This is an optimization exercise on Yosys and OpenROAD, whose aim is small area, not a production implementation.
Only simulation tests tie the RTL to the original design; equivalence was not proved.
No driver is modelled on the clock port, so clocking that relies on it looks cheaper here than on a real chip.
Power figures rest on the tool's default switching activity, not on a simulated workload.

==> flow/flow/run.sh <==
#!/bin/bash
# The standard layout (standard.sh) with these changes:
#  - synthesis is synth_recipe.tcl unchanged except for the abc call that maps the logic
#    (flow/synth.tcl): it tries the area-oriented scripts flow/abc_*.abc and keeps the
#    smallest result; adders are left to abc (no ADDER_MAP_FILE), not mapped to ha/fa cells;
#  - each port gets a buf_1 as its port buffer;
#  - the clock is distributed by flow/clock_tree.tcl (run just before the CTS step): the
#    registers are split by position into CLK_GROUPS groups, each driven by one clock buffer
#    at its centre, and a root buffer drives the group buffers, so the clock port drives one
#    cell; TritonCTS then finds the clock already buffered and adds nothing.
set -euo pipefail
W=$PWD
export FLOW_SYNTH_TCL=$W/synth_recipe.tcl
export AREA_ABC_SCRIPTS="$(ls $W/flow/abc_*.abc | tr '\n' ' ')"
export ADDER_MAP_FILE=
export BUFFER_PORTS_ARGS="-buffer_cell sky130_fd_sc_hd__buf_1"
export PRE_CTS_TCL=$W/flow/clock_tree.tcl
export CLK_GROUPS=6
export CLK_BUF_CELL=sky130_fd_sc_hd__clkbuf_8
export CLK_ROOT_CELL=sky130_fd_sc_hd__clkbuf_4
export CTS_ARGS="-sink_clustering_enable -repair_clock_nets -dont_use_dummy_load"
sed "s#SYNTH_SCRIPT=[^ ]*#SYNTH_SCRIPT=$W/flow/synth.tcl#" standard.sh > standard_area.sh
grep -q "SYNTH_SCRIPT=$W/flow/synth.tcl" standard_area.sh
bash standard_area.sh > standard_make.log 2>&1
==> flow/flow/abc_a1.abc <==
strash
&get -n
&deepsyn -T 30
&put
dch -f
amap
strash
dch -f
amap
topo
stime -c
==> flow/flow/abc_a3.abc <==
strash
&get -n
&deepsyn -T 90
&put
dch -f
amap
topo
stime -c
==> flow/flow/abc_a4.abc <==
strash
&get -n
&deepsyn -T 30
&dch -f
&nf -R 1000
&put
topo
stime -c
==> flow/flow/abc_a7.abc <==
strash
&get -n
&deepsyn -T 45 -S 7
&put
dch -f
amap
topo
stime -c
==> flow/flow/abc_a8.abc <==
strash
&get -n
&deepsyn -T 45 -S 3
&dch -f
&nf -R 1000
&put
topo
stime -c
==> flow/flow/clock_tree.tcl <==
# Clock distribution made here instead of by TritonCTS: the registers are split into
# CLK_GROUPS groups by position (k-means), and one clock buffer at each group's centre
# drives that group's clock pins; the clock port drives only those buffers.
set block [ord::get_db_block]
set dbu [$block getDbUnitsPerMicron]
set regs {}
foreach i [$block getInsts] {
  if {[string match "sky130_fd_sc_hd__df*" [[$i getMaster] getName]]} {
    set bb [$i getBBox]
    lappend regs [list [$i getName] [expr {([$bb xMin] + [$bb xMax]) / 2.0 / $dbu}] [expr {([$bb yMin] + [$bb yMax]) / 2.0 / $dbu}]]
  }
}
set k $::env(CLK_GROUPS)
# initial centres: registers spread along the sorted x+y order
set sorted [lsort -real -index 1 $regs]
set n [llength $regs]
set cent {}
for {set j 0} {$j < $k} {incr j} {
  set r [lindex $sorted [expr {int(($j + 0.5) * $n / $k)}]]
  lappend cent [list [lindex $r 1] [lindex $r 2]]
}
for {set it 0} {$it < 50} {incr it} {
  set groups {}
  for {set j 0} {$j < $k} {incr j} { lappend groups {} }
  foreach r $regs {
    set best 0; set bd 1e18
    for {set j 0} {$j < $k} {incr j} {
      set c [lindex $cent $j]
      set d [expr {pow([lindex $r 1] - [lindex $c 0], 2) + pow([lindex $r 2] - [lindex $c 1], 2)}]
      if {$d < $bd} { set bd $d; set best $j }
    }
    lset groups $best [concat [lindex $groups $best] [list $r]]
  }
  set cent {}
  foreach g $groups {
    set sx 0; set sy 0
    foreach r $g { set sx [expr {$sx + [lindex $r 1]}]; set sy [expr {$sy + [lindex $r 2]}] }
    set m [expr {max(1, [llength $g])}]
    lappend cent [list [expr {$sx / $m}] [expr {$sy / $m}]]
  }
}
for {set j 0} {$j < $k} {incr j} {
  set g [lindex $groups $j]
  if {[llength $g] == 0} continue
  set pins {}
  foreach r $g { lappend pins [get_pins [lindex $r 0]/CLK] }
  set c [lindex $cent $j]
  puts "clock buffer $j at $c drives [llength $g] registers"
  insert_buffer -buffer_cell $::env(CLK_BUF_CELL) -net clk -load_pins $pins -location $c \
    -buffer_name clkbuf_leaf_$j -net_name clk_leaf_$j
}
if {[info exists ::env(CLK_ROOT_CELL)] && $::env(CLK_ROOT_CELL) ne ""} {
  set sx 0; set sy 0; set m 0
  foreach c $cent { set sx [expr {$sx + [lindex $c 0]}]; set sy [expr {$sy + [lindex $c 1]}]; incr m }
  set pins [get_pins -of_objects [get_nets clk] -filter "direction == input"]
  puts "root clock buffer drives [llength $pins] pins"
  insert_buffer -buffer_cell $::env(CLK_ROOT_CELL) -net clk -load_pins $pins \
    -location [list [expr {$sx / $m}] [expr {$sy / $m}]] -buffer_name clkbuf_root -net_name clk_root
}
==> flow/flow/synth.tcl <==
# The standard synthesis (synth_recipe.tcl, sourced unchanged), except for the one abc call
# that maps the logic: it is run once with each area-oriented script in AREA_ABC_SCRIPTS,
# each time from the same netlist, and the smallest result is kept. Registers are mapped
# before this step, so they are the standard synthesis's.
proc abc {args} {
  set i [lsearch $args -script]
  if {$i < 0} { yosys abc {*}$args; return }
  set lib [lindex $args [expr {[lsearch $args -liberty] + 1}]]
  yosys design -save pre_abc
  set best ""
  set best_area 1e30
  foreach s $::env(AREA_ABC_SCRIPTS) {
    yosys design -load pre_abc
    lset args [expr {$i + 1}] $s
    yosys abc {*}$args
    set rpt $::env(OBJECTS_DIR)/abc_area_[file rootname [file tail $s]].txt
    yosys tee -q -o $rpt stat -liberty $lib
    set f [open $rpt r]; set txt [read $f]; close $f
    if {[regexp {Chip area for module '[^']*': ([0-9.]+)} $txt -> area]} {
      puts "abc script $s: area $area"
      if {$area < $best_area} {
        set best_area $area
        set best $s
        yosys design -save best_abc
      }
    }
  }
  puts "abc: keeping the result of $best (area $best_area)"
  yosys design -load best_abc
}
source $::env(FLOW_SYNTH_TCL)
==> flow/standard.sh <==
#!/bin/bash
# synth_recipe.tcl (not shown) runs the flow's synth.tcl, then flattens the netlist and writes it again
# the make line also repeats each setting of config.mk as NAME=value (left out here)
make -C /OpenROAD-flow-scripts/flow DESIGN_CONFIG=/design/flow/config.mk WORK_HOME=/design/flow/orfs CLKGATE_MAP_FILE= SYNTH_SCRIPT=/design/flow/synth_recipe.tcl "${@:-finish}"
==> flow/config.mk <==
export PLATFORM = sky130hd
export DESIGN_NAME = radar_system
export DESIGN_NICKNAME = radar_system
export VERILOG_FILES = /design/flow/design.v
export SDC_FILE = /design/flow/constraint.sdc
export NUM_CORES = 4
export LEC_CHECK = 0
export CAP_MARGIN = 20
export CORE_MARGIN = 2
export CORE_UTILIZATION = 40
export SLEW_MARGIN = 20
==> flow/constraint.sdc <==
create_clock -name core_clock -period 25.0 [get_ports {clk}]
set_input_delay 5.0000 -clock core_clock [delete_from_list [all_inputs] [get_ports {clk}]]
set_output_delay 5.0000 -clock core_clock [all_outputs]
set_load 0.01 [all_outputs]
==> flow/design.v <==
module servo_motor (
    input wire clk,
    input wire rst,
    input wire [7:0] duty_cycle,
    output reg servo_control
);
    reg [6:0] clo;    
    reg [5:0] f;
    reg [9:0] h;
    reg       gt;     
    wire step  = clo[6] & clo[5] & clo[1] & clo[0];       
    wire wrap  = h[9] & ~h[8] & h[6] & h[5];               
    wire first = h[9] & h[8] & ~h[7];                      
    wire neg   = h[9] & h[8] & h[7];                       
    wire mid   = ~h[9] & ~h[8];                            
    wire fine  = (f < 6'd9);
    wire hinc  = step & (mid ? fine : (f == 6'd0));
    wire [9:0] hn = (wrap | first) ? 10'd1004 : h + {9'd0, hinc};
    always @(posedge clk or posedge rst) begin
        if (rst) begin
            clo <= 0;
            f <= 6'd41;
            h <= 10'd768;
            servo_control <= 0;
        end else begin
            clo <= step ? 7'd0 : clo + {6'd0, ~wrap};
            if (step) f <= fine ? f + 6'd41 : f - 6'd9;
            h <= hn;
            servo_control <= neg | (mid & gt);
        end
    end
    always @(posedge clk) gt <= duty_cycle > hn[7:0];
endmodule
module ultrasonic_sensor(
    input clk,
    input rst,
    output reg trig,
    input echo,
    output reg [15:0] distance
    );
    reg [19:0] t;
    reg [14:0] qn;    
    wire [14:0] q = ~qn;
    reg [5:0]  e;
    reg        m;      
    wire tz = (t[18:0] == 19'd0);
    wire tset = tz & ~t[19];                                        
    wire tclr = t[16] & t[15] & t[10] & t[7] & t[6] & t[2];         
    wire elast = e[4] & e[3] & e[2] & e[1] & e[0];                 
    wire ewrap = q[14] & q[10] & q[9] & q[7] & q[4] & q[3] & q[2] & q[1]
               & e[3] & e[2] & e[1] & e[0];                         
    always @(posedge clk or posedge rst) begin
        if (rst) begin
            t <= 0;
            trig <= 0;
            m <= 0;
            distance <= 0;
        end else begin
            t <= {t[18:0], t[19] ^ t[16] ^ tz};
            trig <= tset | (trig & ~tclr);
            m <= echo;
            if (~echo & m) distance <= {1'b0, q};
        end
    end
    always @(posedge clk) begin
        if (~m) begin
            qn <= 15'h7fff;
            e <= 6'd1;                                              
        end else if (ewrap) begin
            qn <= 15'h7fff;
            e <= 0;
        end else if (elast) begin
            qn <= qn - 15'd1;
            e <= 0;
        end else
            e <= {e[4:0], ~(e[5] ^ e[0])};
    end
endmodule
module radar_system(
    input wire clk,              
    input wire rst,              
    output wire pwm,             
    output wire trig,            
    input wire echo,             
    input wire [7:0] angle,      
    output wire [15:0] distance  
);
    servo_motor servo_inst(
        .clk(clk),
        .rst(rst),
        .duty_cycle(angle),
        .servo_control(pwm)
    );
    ultrasonic_sensor sensor_inst(
        .clk(clk),
        .rst(rst),
        .trig(trig),
        .echo(echo),
        .distance(distance)
    );
endmodule
==> results.toml, run 1 <==
[status]
status = "finished clean"

[sta]
fin_skew_ns = 0.0122
period_share_pct = 23.8
hold_violations = 0
slew_viol_final = 0
finalSetupViolations = 0
rsz0062_at_grt = "no"
fin_setup_tns_ns = 0
worstMarginPinSlew_ns = 0.880
slew_headroom_pct = 40.7
period_needed_ns = 5.96
max_freq_mhz = 168

[layout]
drive_gt1_share_pct = 4.80
finalNonFillerCells = 432
nNetsFinal = 346
area_growth_syn_to_layout_pct = 10.9
antenna_cells = 0
fin_area_sq_mm = 0.00335
fillCellCount = 728

[logic_synthesis]
syn-cell-area_sq_mm = 0.00302
yosys.area.top_type = "dfrtp_1"
synth_top_area_share_pct = 46.4
synth_cell_types = 30
netlist_top_cells_count = "nor2_1 (59), dfrtp_1 (56), clkinv_1 (31)"
synth.most_common_cell = "nor2_1"
postSynthAreaPerCell_sq_um = 10.1
ys.warnings.count = 2
yosys-top-cells-area = "dfrtp_1 (46%), dfxtp_1 (15%), nor2_1 (7.3%)"
ys_seq_elements = 83
synth_edf_count = 0
postSynthCellCount = 298
synth.yosys.seq_area_share_pct = 65.4
synth_top_flop_cell = "dfrtp_1"
ys_async_sr_fraction_pct = 73.5
syn_nets = 309

[clock_tree]
cts_resized = 0
ctsHoldBuffers = 0
insertion_delay_ns = 0.41
postCtsSetupRepairBufs = 0
cts.clk_slew.worst_paths_ns = 0.09

[route]
drc = 0
num_vias = 2090
drt.antenna.violating_nets = 0
via_per_inst = 4.84
firstDrtPassIters = 4
wl_per_cell_um = 11.3
dr.first_iter.drc_count = 66
wirelength_mm = 4.90

[floorplan]
core_sq_mm = 0.00729
ios = 29
dieArea_sq_mm = 0.00826
initial_utilization_pct = 41.4
placementRows = 31
die_y_um = 90.9
die_width_um = 90.9

[setup_path]
path_max_fanout = 2
r2r_end = "sensor_inst.qn[13]$_SDFFE_PP1P_"
crit_type = "reg2out"
crit-reg2reg-launch = "sensor_inst.e[2]$_SDFF_PP0_"
critPathSlowestCell = "dfrtp_1"
crit_path_end_kind = "output pin"
crit_path_start_kind = "flop"
path_cells = "buf_1"
crit_buf_inv = 1
arrival_ns = 0.96
critPathTopFamily = "flip-flops"
crit_start = "sensor_inst.distance[2]$_DFFE_PP0P_"
max_stage_delay_ns = 0.39
worstPathRequired_ns = 20.00
rrSetupSlack_ns = 21.64
r2r_cells = 17
crit_path_end = "distance[2]"
cp.depth = 1

[pwr]
p_per_area_mw_per_mm2 = 63.2
ir_worst_vdd_uv = 37.8
p_leak_nw = 1.40

[placement]
gp_congestion = 0.703
dp.cells = 425
place_area_sq_mm = 0.00325
hpwl_mm = 3.43
numPortBuffers = 27

[grt]
grt_max_degree = 62
antenna_found_initial = 0
grt_usage_pct = 12.2
grt_overflow_total = 0
grt_pass1_wl_mm = 8.80
grt_pass1_vias = 1927

[min_path]
min_from = "sensor_inst.t[5]$_DFF_PP0_"
min_path_type = "reg2reg"

[run]
cap_violations = 0
cell type report, clock buffers not listed:
type,count,area (sq um),share of cell area [%]
Timing Repair Buffer,29,116,3.47
Multi-Input combinational cell,183,930,27.8
Sequential cell,83,1970,58.9
Tap cell,99,124,3.70
Inverter,31,116,3.47
cells in the final DEF (no fill, tap or decap):
master	n
clkbuf_4	1
a211o_1	6
nor3_1	9
clkbuf_8	6
dfrtp_1	56
or2_0	2
o221a_1	1
a221oi_1	1
a21o_1	1
nor2b_1	2
a31oi_1	2
dfstp_2	5
o22ai_1	6
nand4_1	3
o211ai_1	6
buf_4	2
or3_1	1
o32ai_1	1
conb_1	1
a22oi_1	1
nor4_1	8
inv_2	1
nor2_1	58
dfxtp_1	22
and3_1	6
nor2_4	1
clkinv_1	30
a21boi_0	1
and2_0	4
nand2_1	22
o21ai_0	12
o21a_1	3
buf_1	27
a21oi_1	23
nand3_1	2
registers in the layout, summed over array words and instances (netlist names), 6 cells and up:
name / cells
servo_inst.h: 10
sensor_inst.t: 20
sensor_inst.qn: 15
sensor_inst.distance: 15
sensor_inst.e: 6
servo_inst.clo: 7
servo_inst.f: 6
kinds of logic (layout without fill, tap and decap cells):
family,Yosys count,after routing,share of synthesized area (%)
compound gates,64,64,13.1
buf+inv,32,67,4.10
flops,83,83,65.4
other cells,1,1,0.124
simple gates,118,118,17.3
where the power goes:
part	internal, mW	switching (mW)	total (mW)	leakage (nW)
sequential	0.137	0.00193	0.139	0.948
combinational	0.00362	0.00777	0.0114	0.407
clock	0.0233	0.0382	0.0615	0.0477
total	0.164	0.0479	0.212	1.40
routing by layer:
layer | up-vias | routed length [um] | track usage [%] | part of all wire, %
met5 | - | 0 | 0 | 0
met4 | 0 | 99 | 1.89 | 2.0
met3 | 9 | 197 | 1.67 | 4.0
met2 | 26 | 2260 | 20.0 | 46
met1 | 966 | 2350 | 17.7 | 48
li1 | 1089 | - | - | -
per-stage QoR:
stage,worst slack (ns),hold WS [ns],util (%),power (mW)
finish,19.04,0.382,45.9,0.212
detailed placement,18.75,0.364,44.6,0.153
global route,18.99,0.400,45.9,0.222
CTS,18.73,0.361,45.9,0.200
floorplan,18.74,0.354,-,0.148
global placement,18.83,0.359,44.6,0.153
worst min path at each step:
stage | slack (ns) | to | cells after the start
floorplan | 0.35 | sensor_inst.t[10]$_DFF_PP0_ | 0
global placement | 0.36 | sensor_inst.t[15]$_DFF_PP0_ | 0
detailed placement | 0.36 | sensor_inst.t[12]$_DFF_PP0_ | 0
CTS | 0.36 | sensor_inst.t[6]$_DFF_PP0_ | 0
global route | 0.40 | sensor_inst.t[4]$_DFF_PP0_ | 0
finish | 0.38 | sensor_inst.t[6]$_DFF_PP0_ | 0
==> inputs of run 2 (changes only) <==
--- a/flow/design.v
+++ b/flow/design.v
@@ -5,8 +5,10 @@
     output reg servo_control
 );
     reg [6:0] clo;    
-    reg [5:0] f;
-    reg [9:0] h;
+    reg [5:0] fb;     
+    wire [5:0] f = ~fb;
+    reg [9:0] hb;     
+    wire [9:0] h = ~hb;
     reg       gt;     
     wire step  = clo[6] & clo[5] & clo[1] & clo[0];       
     wire wrap  = h[9] & ~h[8] & h[6] & h[5];               
@@ -19,13 +21,13 @@
     always @(posedge clk or posedge rst) begin
         if (rst) begin
             clo <= 0;
-            f <= 6'd41;
-            h <= 10'd768;
+            fb <= ~6'd41;
+            hb <= ~10'd768;
             servo_control <= 0;
         end else begin
             clo <= step ? 7'd0 : clo + {6'd0, ~wrap};
-            if (step) f <= fine ? f + 6'd41 : f - 6'd9;
-            h <= hn;
+            if (step) fb <= ~(fine ? f + 6'd41 : f - 6'd9);
+            hb <= ~hn;
             servo_control <= neg | (mid & gt);
         end
     end
==> results.toml, run 2 <==
[status]
status = "finished clean"

[grt]
antenna_found_initial = 0
grt_pass1_vias = 1923
grt_max_degree = 62
grt_pass1_wl_mm = 8.76
grt_overflow_total = 0
grt_usage_pct = 12.3

[setup_path]
arrival_ns = 0.96
critPathSlowestCell = "dfrtp_1"
cp.depth = 1
crit_path_end = "distance[5]"
critPathTopFamily = "flip-flops"
r2r_end = "sensor_inst.qn[14]$_SDFFE_PP1P_"
max_stage_delay_ns = 0.39
crit-reg2reg-launch = "sensor_inst.e[0]$_SDFF_PN1_"
crit_type = "reg2out"
worstPathRequired_ns = 20.00
rrSetupSlack_ns = 21.12
path_max_fanout = 2
r2r_cells = 12
crit_path_start_kind = "flop"
crit_start = "sensor_inst.distance[5]$_DFFE_PP0P_"
crit_path_end_kind = "output pin"
path_cells = "buf_1"
crit_buf_inv = 1

[floorplan]
initial_utilization_pct = 41.1
core_sq_mm = 0.00725
ios = 29
die_y_um = 90.4
dieArea_sq_mm = 0.00817
die_width_um = 90.4
placementRows = 31

[run]
cap_violations = 0

[pwr]
internal_power_mw = 0.164
comb_power_share_pct = 5.3
pwr-share-seq_pct = 66.1
p_leak_nw = 1.40
power_switching_mw = 0.0463
p_per_area_mw_per_mm2 = 63.4
ir_worst_vdd_uv = 40.2
power.share.clock_pct = 28.6
swShare_pct = 22.0

[sta]
setup_ws_ns = 19.04
hold_violations = 0
period_share_pct = 23.8
fin_skew_ns = 0.00735
slew_viol_final = 0
finalSetupViolations = 0
worstMarginPinSlew_ns = 0.734
max_freq_mhz = 168
period_needed_ns = 5.96
fin_setup_tns_ns = 0
slew_headroom_pct = 51.1
rsz0062_at_grt = "no"

[layout]
antenna_cells = 0
largest_reg_flops = 20
largest_registers = "sensor_inst.t x20, sensor_inst.distance x15, sensor_inst.qn x15"
fillCellCount = 729
final_common_cell = "dfrtp_1"
drive_gt1_share_pct = 7.24
most-common-layout-cells = "dfrtp_1 (50), nor2_1 (30), a21oi_1 (29)"
top_register = "sensor_inst.t"
area_growth_syn_to_layout_pct = 11.1
fin_area_sq_mm = 0.00331
nNetsFinal = 317

[route]
wirelength_mm = 4.93
wl_per_cell_um = 12.2
dr.first_iter.drc_count = 82
drt.antenna.violating_nets = 0
firstDrtPassIters = 4
via_per_inst = 4.96
num_vias = 1998
drc = 0

[logic_synthesis]
ys.warnings.count = 2
synth_top_area_share_pct = 41.9
yosys.area.top_type = "dfrtp_1"
synth.yosys.seq_area_share_pct = 66.4
postSynthAreaPerCell_sq_um = 11.1
postSynthCellCount = 269
synth_cell_types = 31
synth_edf_count = 0
syn-cell-area_sq_mm = 0.00298
ys_async_sr_fraction_pct = 73.5
synth.most_common_cell = "dfrtp_1"
ys_seq_elements = 83
netlist_top_cells_count = "dfrtp_1 (50), nor2_1 (31), a21oi_1 (29)"
yosys-top-cells-area = "dfrtp_1 (42%), dfxtp_1 (15%), dfstp_2 (9.7%)"
syn_nets = 280
synth_top_flop_cell = "dfrtp_1"

[placement]
place_area_sq_mm = 0.00322
gp_congestion = 0.767
numPortBuffers = 27
post-place-ws_ns = 18.72
hpwl_mm = 3.41

[clock_tree]
insertion_delay_ns = 0.40
cts.clk_slew.worst_paths_ns = 0.08
postCtsSetupRepairBufs = 0
ctsHoldBuffers = 0
cts_resized = 0

[min_path]
min_path_type = "reg2reg"
whs_path_depth = 0
min_from = "sensor_inst.t[0]$_DFF_PP0_"
## run 2: cell types whose count changed in the layout (fill, tap and decap cells not counted), moves of 6 or more
cell	before	now
nor2_1	58	30
nor3_1	9	3
or3_1	1	10
xor2_1	0	7
a211o_1	6	0
a21o_1	1	8
clkinv_1	30	1
nand3_1	2	12
o21ai_0	12	26
dfstp_2	5	11
dfrtp_1	56	50
a21oi_1	23	29
## run 2: how the worst min path moves through the flow
| stage | end |
|---|---|
| global route | sensor_inst.t[10]$_DFF_PP0_ |
| global placement | sensor_inst.t[15]$_DFF_PP0_ |
| finish | sensor_inst.t[1]$_DFF_PP0_ |
| floorplan | sensor_inst.t[10]$_DFF_PP0_ |
| CTS | sensor_inst.t[1]$_DFF_PP0_ |
| detailed placement | sensor_inst.t[10]$_DFF_PP0_ |
## run 2: metal layers
| layer | vias up | share of wire (%) | wire, um | track usage, % |
|---|---|---|---|---|
| met4 | 0 | 2.1 | 102 | 2.18 |
| met5 | - | 0 | 0 | 0 |
| met2 | 21 | 46 | 2290 | 20.7 |
| met1 | 945 | 48 | 2360 | 17.4 |
| met3 | 9 | 3.6 | 179 | 1.59 |
| li1 | 1023 | - | - | - |
## run 2: cell families (layout without fill, tap and decap cells)
family                     count (synthesis)  count (layout)  share of synthesized area, %
other                                      1               1                         0.126
AOI/OAI and AO/OA                         72              72                          13.4
xor gates and xnor gates                  10              10                          2.94
DFF                                       83              83                          66.4
buffers and inverters                      3              38                         0.503
and+or+nand+nor                           99              99                          16.4
adders and majority gates                  1               1                         0.335
## run 2: power by group through the flow
stage,sequential [mW],clock (mW),combinational (mW)
after floorplan,0.143,0,0.00550
after global placement,0.142,0,0.0111
after detailed placement,0.142,0,0.0114
after CTS,0.142,0.0470,0.0114
after global routing,0.139,0.0697,0.0128
final,0.139,0.0601,0.0111
## run 2: stage by stage
| step | util (%) | std cells | power, mW | hold WS (ns) |
|---|---|---|---|---|
| 2_1_floorplan | - | 269 | 0.148 | 0.354 |
| 3_5_place_dp | 44.4 | 396 | 0.153 | 0.362 |
| 3_3_place_gp | 44.4 | 396 | 0.153 | 0.358 |
| 5_1_grt | 45.7 | 403 | 0.222 | 0.391 |
| 4_1_cts | 45.6 | 403 | 0.200 | 0.362 |
| 6_report | 45.7 | 403 | 0.210 | 0.379 |
## run 2: final cells by class, clock buffers not listed
type	instances	area, sq um	share of cell area (%)
Inverter	2	7.51	0.227
Multi-Input combinational cell	183	996	30.0
Sequential cell	83	1980	59.8
Tap cell	99	124	3.74
Timing Repair Buffer	29	116	3.51
==> inputs of run 3 (changes only) <==
--- a/flow/design.v
+++ b/flow/design.v
@@ -22,7 +22,7 @@
         if (rst) begin
             clo <= 0;
             fb <= ~6'd41;
-            hb <= ~10'd768;
+            hb <= ~10'd895;
             servo_control <= 0;
         end else begin
             clo <= step ? 7'd0 : clo + {6'd0, ~wrap};
==> results.toml, run 3 <==
[grt]
grt_max_degree = 62
grt_overflow_total = 0
grt_pass1_vias = 2016
grt_usage_pct = 12.7
grt_pass1_wl_mm = 9.04
antenna_found_initial = 0

[logic_synthesis]
ys.warnings.count = 2
syn-cell-area_sq_mm = 0.00298
yosys.area_share.simple_pct = 16.4
ys_seq_elements = 83
synth_cell_types = 31
yosys.area.top_type = "dfrtp_1"
synthXorXnorAreaFrac_pct = 2.94
ys_async_sr_fraction_pct = 73.5
yosys-top-cells-area = "dfrtp_1 (48%), dfxtp_1 (15%), a21oi_1 (4.9%)"
synth_top_family_by_area = "simple AND/OR/NAND/NOR gates"
netlist_top_cells_count = "dfrtp_1 (57), nor2_1 (31), a21oi_1 (29)"
syn_nets = 280
synth_top_area_share_pct = 47.9
postSynthAreaPerCell_sq_um = 11.1
synth_edf_count = 0
synth.yosys.seq_area_share_pct = 66.3
synthAdderAreaFrac_pct = 0.336
postSynthCellCount = 269
synth_compound_area_share_pct = 13.4
synthMuxAreaShare_pct = 0
synth_top_flop_cell = "dfrtp_1"
synth.most_common_cell = "dfrtp_1"

[sta]
fin_skew_ns = 0.0186
max_freq_mhz = 167
finalSetupViolations = 0
period_needed_ns = 5.97
period_share_pct = 23.9
hold_violations = 0
rsz0062_at_grt = "no"
slew_headroom_pct = 48.8
fin_setup_tns_ns = 0
slew_viol_final = 0
worstMarginPinSlew_ns = 0.768

[floorplan]
dieArea_sq_mm = 0.00814
core_sq_mm = 0.00721
die_y_um = 90.2
ios = 29
initial_utilization_pct = 41.2
placementRows = 31
die_width_um = 90.2

[setup_path]
cp.depth = 1
worstPathRequired_ns = 20.00
critPathSlowestCell = "dfrtp_1"
critPathTopFamily = "flip-flops"
crit-reg2reg-launch = "sensor_inst.e[0]$_SDFF_PN1_"
crit_type = "reg2out"
crit_buf_inv = 1
crit_start = "sensor_inst.distance[5]$_DFFE_PP0P_"
path_cells = "buf_1"
crit_path_end_kind = "output pin"
arrival_ns = 0.97
r2r_cells = 12
crit_path_start_kind = "flop"
path_max_fanout = 2
crit_path_end = "distance[5]"
r2r_end = "sensor_inst.qn[13]$_SDFFE_PP1P_"
max_stage_delay_ns = 0.39
rrSetupSlack_ns = 21.13

[layout]
drive_gt1_share_pct = 4.93
largest_reg_flops = 20
nNetsFinal = 317
fillCellCount = 708
antenna_cells = 0
finalNonFillerCells = 403
seqCellArea_sq_mm = 0.00197
area_growth_syn_to_layout_pct = 11.1
largest_registers = "sensor_inst.t x20, sensor_inst.distance x15, sensor_inst.qn x15"
multi_input_area_sq_um = 996
top_register = "sensor_inst.t"
most-common-layout-cells = "dfrtp_1 (57), nor2_1 (30), a21oi_1 (29)"
final_common_cell = "dfrtp_1"

[placement]
gp_congestion = 0.755
hpwl_mm = 3.42
dp.cells = 396
numPortBuffers = 27

[pwr]
p_per_area_mw_per_mm2 = 63.9
power_mw = 0.211
ir_worst_vdd_uv = 35.3
p_leak_nw = 1.43

[clock_tree]
ctsHoldBuffers = 0
insertion_delay_ns = 0.41
cts_resized = 0
cts.clk_slew.worst_paths_ns = 0.09
postCtsSetupRepairBufs = 0

[run]
cap_violations = 0

[min_path]
min_path_type = "reg2reg"

[status]
status = "finished clean"

[route]
drc = 0
drt.antenna.violating_nets = 0
num_vias = 2004
firstDrtPassIters = 4
via_per_inst = 4.97
wl_per_cell_um = 12.6
dr.first_iter.drc_count = 121
wirelength_mm = 5.09
## run 3: cell types whose count changed after synthesis
cell and delta:
dfstp_2 -7, dfrtp_1 +7
## run 3: how the worst min path moves through the flow
stage | start | end | slack, ns | cells after the start
2_1_floorplan | sensor_inst.t[9]$_DFF_PP0_ | sensor_inst.t[10]$_DFF_PP0_ | 0.35 | 0
3_3_place_gp | sensor_inst.t[14]$_DFF_PP0_ | sensor_inst.t[15]$_DFF_PP0_ | 0.36 | 0
3_5_place_dp | sensor_inst.t[13]$_DFF_PP0_ | sensor_inst.t[14]$_DFF_PP0_ | 0.36 | 0
4_1_cts | sensor_inst.t[0]$_DFF_PP0_ | sensor_inst.t[1]$_DFF_PP0_ | 0.36 | 0
5_1_grt | sensor_inst.t[0]$_DFF_PP0_ | sensor_inst.t[1]$_DFF_PP0_ | 0.39 | 0
6_report | sensor_inst.t[0]$_DFF_PP0_ | sensor_inst.t[1]$_DFF_PP0_ | 0.38 | 0
## run 3: logic make-up (layout without fill, tap and decap cells)
group,Yosys count,after routing
AND/OR/NAND/NOR,99,99
flip-flops,83,83
AO/OA/AOI/OAI,72,72
XOR/XNOR,10,10
buffers and inverters,3,38
adder cells (fa/ha/maj),1,1
other,1,1
## run 3: report_power, final
part | switching [mW] | internal, mW
logic | 0.00760 | 0.00358
registers | 0.00198 | 0.137
clock network | 0.0378 | 0.0233
total | 0.0474 | 0.164
## run 3: per-stage QoR
stage          util, %  worst slack [ns]  cell area [sq um]  hold slack (ns)
6_report          45.8             19.03               3310            0.380
5_1_grt           45.8             18.94               3310            0.394
4_1_cts           45.8             18.70               3300            0.363
3_5_place_dp      44.5             18.71               3210            0.359
3_3_place_gp      44.5             18.76               3210            0.359
2_1_floorplan        -             18.74               2980            0.354
## run 3: cell type report, clock buffers not listed
cell class	instances	area share [%]
inverter	2	0.227
multi-input combinational	183	30.1
tap	99	3.75
timing repair buffer	29	3.52
sequential	83	59.7
## run 3: layer usage
metal / up-vias / GRT usage, % / routed length (um)
li1: 1024 / - / -
met1: 953 / 18.4 / 2510
met2: 20 / 20.8 / 2300
met3: 7 / 1.84 / 187
met4: 0 / 2.05 / 88
met5: - / 0 / 0
==> inputs of run 4 (changes only) <==
--- a/flow/design.v
+++ b/flow/design.v
@@ -10,7 +10,8 @@
     reg [9:0] hb;     
     wire [9:0] h = ~hb;
     reg       gt;     
-    wire step  = clo[6] & clo[5] & clo[1] & clo[0];       
+    wire cz6   = (clo[5:0] == 6'd0);
+    wire step  = clo[6] & cz6;                             
     wire wrap  = h[9] & ~h[8] & h[6] & h[5];               
     wire first = h[9] & h[8] & ~h[7];                      
     wire neg   = h[9] & h[8] & h[7];                       
@@ -25,7 +26,8 @@
             hb <= ~10'd895;
             servo_control <= 0;
         end else begin
-            clo <= step ? 7'd0 : clo + {6'd0, ~wrap};
+            clo <= {clo[5], clo[4], clo[3] ^ (~clo[6] & cz6 & ~wrap), clo[2], clo[1], clo[0],
+                    clo[6] ^ clo[5] ^ (cz6 & ~wrap)};
             if (step) fb <= ~(fine ? f + 6'd41 : f - 6'd9);
             hb <= ~hn;
             servo_control <= neg | (mid & gt);
==> results.toml, run 4 <==
[setup_path]
path_max_fanout = 2
max_stage_delay_ns = 0.37
worstPathRequired_ns = 20.00
critPathSlowestCell = "dfrtp_1"
crit_path_end_kind = "output pin"
arrival_ns = 0.97
path_cells = "buf_1"
crit_path_start_kind = "flop"
crit_buf_inv = 1
critPathTopFamily = "flip-flops"
crit_type = "reg2out"

[pwr]
ir_worst_vdd_uv = 31.1
p_per_area_mw_per_mm2 = 64.5
p_leak_nw = 1.42

[sta]
finalSetupViolations = 0
period_share_pct = 23.9
fin_setup_tns_ns = 0
max_freq_mhz = 168
rsz0062_at_grt = "no"
slew_viol_final = 0
period_needed_ns = 5.97
fin_skew_ns = 0.0222
hold_violations = 0
worstMarginPinSlew_ns = 0.720
setup_ws_ns = 19.03
slew_headroom_pct = 51.4

[logic_synthesis]
synthMuxAreaShare_pct = 0
synth_compound_area_share_pct = 12.6
ys_seq_elements = 83
ys_async_sr_fraction_pct = 73.5
synth_top_family_by_area = "simple AND/OR/NAND/NOR gates"
postSynthAreaPerCell_sq_um = 11.4
syn_nets = 268
yosys.area_share.simple_pct = 15.3
synth_top_flop_cell = "dfrtp_1"
yosys.area.top_type = "dfrtp_1"
synthXorXnorAreaFrac_pct = 3.89
netlist_top_cells_count = "dfrtp_1 (57), nor2_1 (28), a21oi_1 (25)"
synth_edf_count = 0
ys.warnings.count = 2
synth_top_area_share_pct = 48.7
syn-cell-area_sq_mm = 0.00293
synth_cell_types = 38
synthAdderAreaFrac_pct = 0
postSynthCellCount = 257
synth.most_common_cell = "dfrtp_1"
synth.yosys.seq_area_share_pct = 67.3
yosys-top-cells-area = "dfrtp_1 (49%), dfxtp_1 (15%), a21oi_1 (4.3%)"

[min_path]
min_path_type = "reg2reg"

[grt]
antenna_found_initial = 0
grt_usage_pct = 12.0
grt_pass1_wl_mm = 7.93
grt_pass1_vias = 1767
grt_max_degree = 51
grt_overflow_total = 0

[layout]
nNetsFinal = 305
largest_reg_flops = 20
final_common_cell = "dfrtp_1"
fillCellCount = 672
drive_gt1_share_pct = 5.14
area_growth_syn_to_layout_pct = 11.3
largest_registers = "sensor_inst.t x20, sensor_inst.distance x15, sensor_inst.qn x15"
antenna_cells = 0
top_register = "sensor_inst.t"
most-common-layout-cells = "dfrtp_1 (57), nor2_1 (27), buf_1 (27)"

[clock_tree]
ctsHoldBuffers = 0
insertion_delay_ns = 0.41
postCtsSetupRepairBufs = 0
cts_resized = 0
cts.clk_slew.worst_paths_ns = 0.10

[floorplan]
placementRows = 31
dieArea_sq_mm = 0.00802
die_y_um = 89.6
core_sq_mm = 0.00718
ios = 29
initial_utilization_pct = 40.8
die_width_um = 89.6

[route]
wirelength_mm = 4.71
drt.antenna.violating_nets = 0
wl_per_cell_um = 12.0
via_per_inst = 4.85
firstDrtPassIters = 4
drc = 0
num_vias = 1896
dr.first_iter.drc_count = 95

[status]
status = "finished clean"

[placement]
gp_congestion = 0.762
numPortBuffers = 27
hpwl_mm = 3.16
post-place-ws_ns = 18.71

[run]
cap_violations = 0
## run 4: kinds of logic after synthesis
group | Yosys count
AND/OR/NAND/NOR | 93
XOR/XNOR | 13
buffers and inverters | 5
other | 1
flip-flops | 83
AO/OA/AOI/OAI | 62
## run 4: layer usage
metal	part of all wire, %	track usage (%)
met3	3.0	1.37
met2	44	19.3
met4	2.1	2.17
met5	0	0
met1	51	17.7
## run 4: report_power, final
group | total, mW | switching [mW] | internal (mW)
clock | 0.0604 | 0.0371 | 0.0233
combinational | 0.0113 | 0.00768 | 0.00359
sequential | 0.139 | 0.00172 | 0.137
## run 4: metrics by stage
stage                     hold slack (ns)  instance area, sq um  power, mW  utilization, %  cells
after CTS                           0.358                  3250      0.200            45.4    391
after global routing                0.373                  3260      0.221            45.4    391
final                               0.364                  3260      0.210            45.4    391
after global placement              0.357                  3160      0.153            44.1    384
after detailed placement            0.358                  3160      0.153            44.1    384
after floorplan                     0.346                  2930      0.148               -    257
## run 4: final cells by class, clock buffers not listed
| type | count | area, sq um | share of cell area, % |
|---|---|---|---|
| Sequential cell | 83 | 1970 | 60.5 |
| Timing Repair Buffer | 29 | 116 | 3.57 |
| Multi-Input combinational cell | 169 | 942 | 28.9 |
| Inverter | 4 | 15.0 | 0.461 |
| Tap cell | 99 | 124 | 3.80 |
## run 4: final timing paths
check                                                         start                          end  slack [ns]  cells after the start
max in group asynchronous                                       rst  servo_inst.clo[4]$_DFF_PP0_       19.62                      3
worst min-delay path                    servo_inst.clo[4]$_DFF_PP0_  servo_inst.clo[5]$_DFF_PP0_        0.36                      0
worst max register to register          servo_inst.clo[3]$_DFF_PP0_        servo_inst.gt$_DFF_P_       21.13                     15
min in group asynchronous                                       rst  sensor_inst.t[19]$_DFF_PP0_        4.47                      2
worst min register to register          servo_inst.clo[4]$_DFF_PP0_  servo_inst.clo[5]$_DFF_PP0_        0.36                      0
worst max-delay path            sensor_inst.distance[4]$_DFFE_PP0P_                  distance[4]       19.03                      1

## port drivers added, routing unchanged
No port has a modelled driver above. Below, the same layouts with a new extraction and two added sets of constraints. Step 1 assumes that a clkbuf_16 drives the clock port and a buf_2 every other input. Step 2 adds t to the input delays and takes it off the output delays; t is the mean of the earliest and latest rising clock arrival at the registers after step 1. Input paths then give back, and output paths get back, about the clock's delay inside the block. a / b / c = ideal ports / drivers / drivers and shift; a / b = the first two.
run	shift t [ns]	setup slack, ns	worst setup path at the end	latest minus earliest clock arrival (ns)
run 1	0.432	19.041 / 19.014 / 18.799	input to register	0.013 / 0.013
run 2	0.424	19.038 / 19.012 / 18.711	input to register	0.008 / 0.008
run 3	0.429	19.027 / 18.999 / 18.688	input to register	0.019 / 0.019
run 4	0.425	19.034 / 19.007 / 18.930	input to register	0.022 / 0.023
After both steps every run listed still meets setup and hold. The setup slack of run 3, which loses most, moves by -0.028 ns with the drivers and by -0.339 ns with both steps.
